From an optimization exercise on the open Yosys and OpenROAD flow, aimed at small area, a short achievable clock period and few clock cycles; shortcuts taken in it are not production practice. In this exercise RTL edits were held to simulation tests only and were not proved equivalent to the original. No activity file was given, so power comes from the tool's default toggle rates.

==> flow/design.v <==
module core(
  input clk,
  input resetn,
  output [31:0] address,
  output [31:0] data_out,
  input [31:0] data_in,
  output we
);
reg [31:0] areg;       
reg [31:1] fpc;        
reg [31:2] xaddr;      
reg [31:0] sd;         
reg [31:0] ir;         
reg        v;          
reg [31:1] alt;        
reg [31:0] ra;         
reg [31:0] bx;         
reg        cin;        
reg        bpa, bpb, bps;   
reg is_lui, is_auipc, is_jal, is_jalr, is_br, is_load, is_store, is_opi, is_op, is_sys;
reg        m;          
reg        mw;         
reg        halted;
reg [4:0]  mrd;        
reg [2:0]  mf3;        
reg        mst;        
reg [31:0] wb;         
reg [4:0]  wbr;        
reg        wbv;        
reg [31:0] rf [1:31];
wire [2:0] f3 = ir[14:12];
wire [4:0] rd = ir[11:7];
wire ex = v & ~m & ~halted;
wire [31:0] xa = bpa ? wb : ra;
wire [31:0] xb = bpb ? (cin ? ~wb : wb) : bx;
wire [32:0] sum = {1'b0, xa} + {1'b0, xb} + {32'd0, cin};
wire ltu = ~sum[32];
wire lt  = (xa[31] == xb[31]) ? xa[31] : sum[31];
wire eq  = &(xa ^ xb);    
wire [4:0] shamt = xb[4:0];
wire shl = ~f3[2];
reg [31:0] sh_in, sh_rev;
integer k;
always @(*) begin
  for (k = 0; k < 32; k = k + 1) sh_in[k] = shl ? xa[31-k] : xa[k];
end
wire sh_fill = ir[30] & xa[31] & ~shl;
wire [63:0] sh_ext = {{32{sh_fill}}, sh_in} >> shamt;
wire [31:0] sh_out = sh_ext[31:0];
always @(*) begin
  for (k = 0; k < 32; k = k + 1) sh_rev[k] = shl ? sh_out[31-k] : sh_out[k];
end
reg [31:0] alu;
always @(*) begin
  case (f3)
    3'b000: alu = sum[31:0];
    3'b001: alu = sh_rev;
    3'b010: alu = {31'd0, lt};
    3'b011: alu = {31'd0, ltu};
    3'b100: alu = xa ^ xb;
    3'b101: alu = sh_rev;
    3'b110: alu = xa | xb;
    default: alu = xa & xb;
  endcase
end
reg taken;
always @(*) begin
  case (f3)
    3'b000: taken = eq;
    3'b001: taken = ~eq;
    3'b100: taken = lt;
    3'b101: taken = ~lt;
    3'b110: taken = ltu;
    3'b111: taken = ~ltu;
    default: taken = 1'b0;
  endcase
end
wire pred = is_br & ir[31];
wire redirect = ex & (is_jalr | is_jal | (is_br & (taken ^ pred)));
wire mem_op = ex & (is_load | is_store);
reg [31:0] result;
always @(*) begin
  if (is_op | is_opi) result = alu;
  else if (is_auipc) result = sum[31:0];
  else if (is_lui) result = bx;
  else result = {alt, 1'b0};
end
wire e_wr = ex & (is_op | is_opi | is_lui | is_auipc | is_jal | is_jalr);
reg [31:0] lsh, ldata;
always @(*) begin
  lsh = data_in >> {areg[1:0], 3'b000};
  case (mf3)
    3'b000: ldata = {{24{lsh[7]}}, lsh[7:0]};
    3'b001: ldata = {{16{lsh[15]}}, lsh[15:0]};
    3'b100: ldata = {24'd0, lsh[7:0]};
    3'b101: ldata = {16'd0, lsh[15:0]};
    default: ldata = lsh;
  endcase
end
reg [31:0] merged;
always @(*) begin
  merged = data_in;
  if (mf3[0]) begin
    if (areg[1]) merged[31:16] = sd[15:0];
    else merged[15:0] = sd[15:0];
  end else begin
    case (areg[1:0])
      2'b00: merged[7:0]   = sd[7:0];
      2'b01: merged[15:8]  = sd[7:0];
      2'b10: merged[23:16] = sd[7:0];
      default: merged[31:24] = sd[7:0];
    endcase
  end
end
wire sub_word = ~mf3[1];             
wire m_last = m & (mw | ~mst | ~sub_word);
wire [31:0] faddr = areg;
assign address  = areg;
assign data_out = sd;
assign we       = m & mst & (mw | ~sub_word);
always @(posedge clk) begin
  if (wbv && wbr != 5'd0) rf[wbr] <= wb;
end
wire fetch = ~m & ~halted;
wire [31:0] fi = data_in;
wire f_jal   = fi[6:0] == 7'b1101111;
wire f_jalr  = fi[6:0] == 7'b1100111;
wire f_br    = fi[6:0] == 7'b1100011;
wire f_auipc = fi[6:0] == 7'b0010111;
wire f_lui   = fi[6:0] == 7'b0110111;
wire f_store = fi[6:0] == 7'b0100011;
wire f_op    = fi[6:0] == 7'b0110011;
wire kill = ex & is_store & f_store;    
wire smc = mst & v & (areg[31:16] == 16'd0) & (areg[15:2] == xaddr[15:2]);
wire f_pred  = f_br & fi[31];
wire [12:0] f_imm = {fi[31], fi[7], fi[30:25], fi[11:8], 1'b0};
wire [13:0] f_lo;
wire [18:0] f_hi = faddr[31:13];
wire [18:0] f_hi_p, f_hi_m, f_up;
core_add13 u_flo (.a(faddr[12:0]), .b(f_imm), .s(f_lo));
core_incdec19 u_fhi (.h(f_hi), .hp(f_hi_p), .hm(f_hi_m));
core_csel19 u_fup (.h(f_hi), .hp(f_hi_p), .hm(f_hi_m), .neg(fi[31]), .c(f_lo[13]), .up(f_up));
wire [31:0] f_tgt = {f_up, f_lo[12:0]};
wire [31:0] f_seq = faddr + 32'd4;
wire [4:0] rs1 = fi[19:15];
wire [4:0] rs2 = fi[24:20];
reg [31:1] sel1, sel2;
integer i;
always @(*) begin
  for (i = 1; i < 32; i = i + 1) begin
    sel1[i] = rs1 == i;
    sel2[i] = rs2 == i;
  end
end
wire [31:0] rd1, rd2;
genvar gb, gr;
generate
  for (gb = 0; gb < 32; gb = gb + 1) begin : g_rd
    wire [31:1] col;
    for (gr = 1; gr < 32; gr = gr + 1) begin : g_col
      assign col[gr] = rf[gr][gb];
    end
    core_rdbit u_rd1 (.d(col), .s(sel1), .y(rd1[gb]));
    core_rdbit u_rd2 (.d(col), .s(sel2), .y(rd2[gb]));
  end
endgenerate
wire fw = wbv & (wbr != 5'd0);
wire [31:0] opa = (fw && wbr == rs1) ? wb : rd1;
wire [31:0] opb = (fw && wbr == rs2) ? wb : rd2;
wire e_dst = (e_wr | (ex & is_load)) & (rd != 5'd0);
wire f_use1 = ~(f_lui | f_auipc | f_jal);
wire hit1 = e_dst & (rd == rs1);
wire hit2 = e_dst & (rd == rs2);
wire [2:0] s_f3 = fi[14:12];
wire s_cmp = (s_f3 == 3'b010) | (s_f3 == 3'b011);
reg [31:0] s_b;
reg s_inv;
always @(*) begin
  s_inv = 1'b0;
  case (fi[6:0])
    7'b0110011: begin    
      s_b = opb;
      s_inv = s_cmp | (s_f3 == 3'b000 & fi[30]);
    end
    7'b1100011: begin    
      s_b = opb;
      s_inv = 1'b1;
    end
    7'b0100011: s_b = {{21{fi[31]}}, fi[30:25], fi[11:7]};    
    7'b0110111, 7'b0010111: s_b = {fi[31:12], 12'd0};          
    7'b1101111: s_b = {{12{fi[31]}}, fi[19:12], fi[20], fi[30:21], 1'b0};   
    default: begin        
      s_b = {{21{fi[31]}}, fi[30:20]};
      s_inv = (fi[6:0] == 7'b0010011) & s_cmp;
    end
  endcase
end
always @(posedge clk) begin
  if (!resetn) begin
    areg <= 32'd0;
    v <= 1'b0;
    m <= 1'b0;
    mw <= 1'b0;
    halted <= 1'b0;
    wbv <= 1'b0;
  end else begin
    if (ex & is_sys) begin
      halted <= 1'b1;
      v <= 1'b0;
    end else if (fetch) begin
      v <= ~redirect & ~kill;
    end else if (m_last & smc) begin
      v <= 1'b0;
    end
    if (mem_op) areg <= sum[31:0];
    else if (m_last) areg <= smc ? {xaddr, 2'b00} : {fpc, 1'b0};
    else if (m | halted) areg <= areg;
    else if (redirect) areg <= is_br ? {alt, 1'b0} : {sum[31:1], 1'b0};
    else areg <= f_pred ? f_tgt : f_seq;
    if (mem_op) m <= 1'b1;
    else if (m_last) m <= 1'b0;
    mw <= m & ~mw & mst & sub_word;
    wbv <= (m & ~mst) | e_wr;
  end
end
always @(posedge clk) begin
  if (m) begin
    wb <= ldata;
    wbr <= mrd;
  end else begin
    wb <= result;
    wbr <= rd;
  end
  if (m) begin
    if (~m_last) sd <= merged;
  end else if (ex & is_store) begin
    if (bps) sd <= wb;
  end else if (fetch & f_store) sd <= opb;
  if (fetch) begin
    ir <= fi;
    fpc <= kill ? faddr[31:1] : f_pred ? f_tgt[31:1] : f_seq[31:1];
    alt <= (f_pred | f_jalr | f_jal) ? f_seq[31:1] : f_tgt[31:1];
    is_lui   <= f_lui;
    is_auipc <= f_auipc;
    is_jal   <= f_jal;
    is_jalr  <= f_jalr;
    is_br    <= f_br;
    is_load  <= fi[6:0] == 7'b0000011;
    is_store <= f_store;
    is_opi   <= fi[6:0] == 7'b0010011;
    is_op    <= f_op;
    is_sys   <= fi[6:0] == 7'b1110011;
    ra <= (f_auipc | f_jal) ? faddr : opa;
    bx <= s_inv ? ~s_b : s_b;
    cin <= s_inv;
    bpa <= hit1 & f_use1;
    bpb <= hit2 & (f_op | f_br);
    bps <= hit2 & f_store;
  end
  if (ex & is_store) xaddr <= faddr[31:2];
  if (mem_op) begin
    mrd <= rd;
    mf3 <= f3;
    mst <= is_store;
  end
end
endmodule
module core_add13(input [12:0] a, input [12:0] b, output [13:0] s);
assign s = {1'b0, a} + {1'b0, b};
endmodule
module core_incdec19(input [18:0] h, output [18:0] hp, output [18:0] hm);
assign hp = h + 19'd1;
assign hm = h - 19'd1;
endmodule
module core_csel19(input [18:0] h, input [18:0] hp, input [18:0] hm, input neg, input c, output [18:0] up);
assign up = (neg == c) ? h : (c ? hp : hm);
endmodule
module core_rdbit(input [31:1] d, input [31:1] s, output y);
wire [10:0] n;
genvar g;
generate
  for (g = 0; g < 10; g = g + 1) begin : g_aoi
    core_aoi222 u (.a0(d[3*g+1]), .b0(s[3*g+1]), .a1(d[3*g+2]), .b1(s[3*g+2]),
                   .a2(d[3*g+3]), .b2(s[3*g+3]), .y(n[g]));
  end
endgenerate
assign n[10] = ~(d[31] & s[31]);
assign y = ~(&n);
endmodule
module core_aoi222(input a0, input b0, input a1, input b1, input a2, input b2, output y);
assign y = ~((a0 & b0) | (a1 & b1) | (a2 & b2));
endmodule
Settings: LEC_CHECK=0, CAP_MARGIN=20, CORE_MARGIN=2, CORE_UTILIZATION=50, SLEW_MARGIN=20, SYNTH_HIERARCHICAL=1; clock period 12.0 ns.
standard.sh (not shown) runs the stock make flow with config.mk's settings and CLKGATE_MAP_FILE= SYNTH_SCRIPT=/design/flow/synth_recipe.tcl, a recipe that flattens the netlist after the stock synthesis.
==> flow/flow/run.sh <==
#!/bin/bash
# The standard layout (standard.sh) in two parts:
#  - synthesis to clock tree: adders are not mapped to the library's full/half-adder cells
#    (slow carry chains), ports are buffered with buf_4 (instead of a delay cell), the clock
#    tree uses clkbuf_4/clkbuf_8, and timing repair aims at a 7.5 ns setup slack margin;
#  - global and detailed route: timing repair aims at the same 7.5 ns margin, and fixes what
#    global-routing parasitics made worse.
# Registers are mapped as in the standard synthesis. Each part's make output goes to its own log.
set -euo pipefail
COMMON=(ADDER_MAP_FILE= "BUFFER_PORTS_ARGS=-buffer_cell sky130_fd_sc_hd__buf_4"
        "CTS_BUF_LIST=sky130_fd_sc_hd__clkbuf_4 sky130_fd_sc_hd__clkbuf_8")
bash standard.sh "${COMMON[@]}" SETUP_SLACK_MARGIN=7.5 cts > make_to_cts.log 2>&1
bash standard.sh "${COMMON[@]}" SETUP_SLACK_MARGIN=7.5 finish > make_finish.log 2>&1
Testbench counts at the start, summed over its fixed seeds: cycles 196,504.
Next try:
CORE_UTILIZATION = 45   (was 50)
Outcome: Area after synthesis does not change. Setup slack gains 170 ps. Register-to-register slack gains 190 ps. Wire length drops by 2.2%. Power drops by 3.1%. Non-clock buffer count drops by 71. Worst hold slack loses 13 ps. Cell area drops by 0.78%. Via count drops by 2.1%.

static timing again, ports no longer ideal:
How much do the figures lean on ideal ports? The routed layouts below were timed once more, with nothing changed but the port constraints. Step 1 assumes that a clkbuf_16 drives the clock port and a buf_2 every other input. Step 2, shift: input delay + t, output delay - t, t = (earliest + latest rising clock arrival at the registers) / 2. This alone moves slack from input paths to output paths. Slacks: no drivers / after step 1 / after step 2; pairs: no drivers / after step 1.
run | shift t [ns] | setup WS [ns] | hold slack, ns | worst register clock-pin slew, ns | worst slew at a driven data input, ns
the first run | 1.053 | 7.135 / 6.948 / 5.895 | 0.471 / 0.471 / 0.471 | 0.08 / 0.08 | 0.31
the second run | 1.016 | 7.309 / 7.213 / 6.197 | 0.458 / 0.458 / 0.458 | 0.07 / 0.07 | 0.33
After both steps setup and hold are still met in every run listed. For the first run, which loses most, drivers alone change the setup slack by -0.187 ns; drivers and shift together by -1.240 ns.
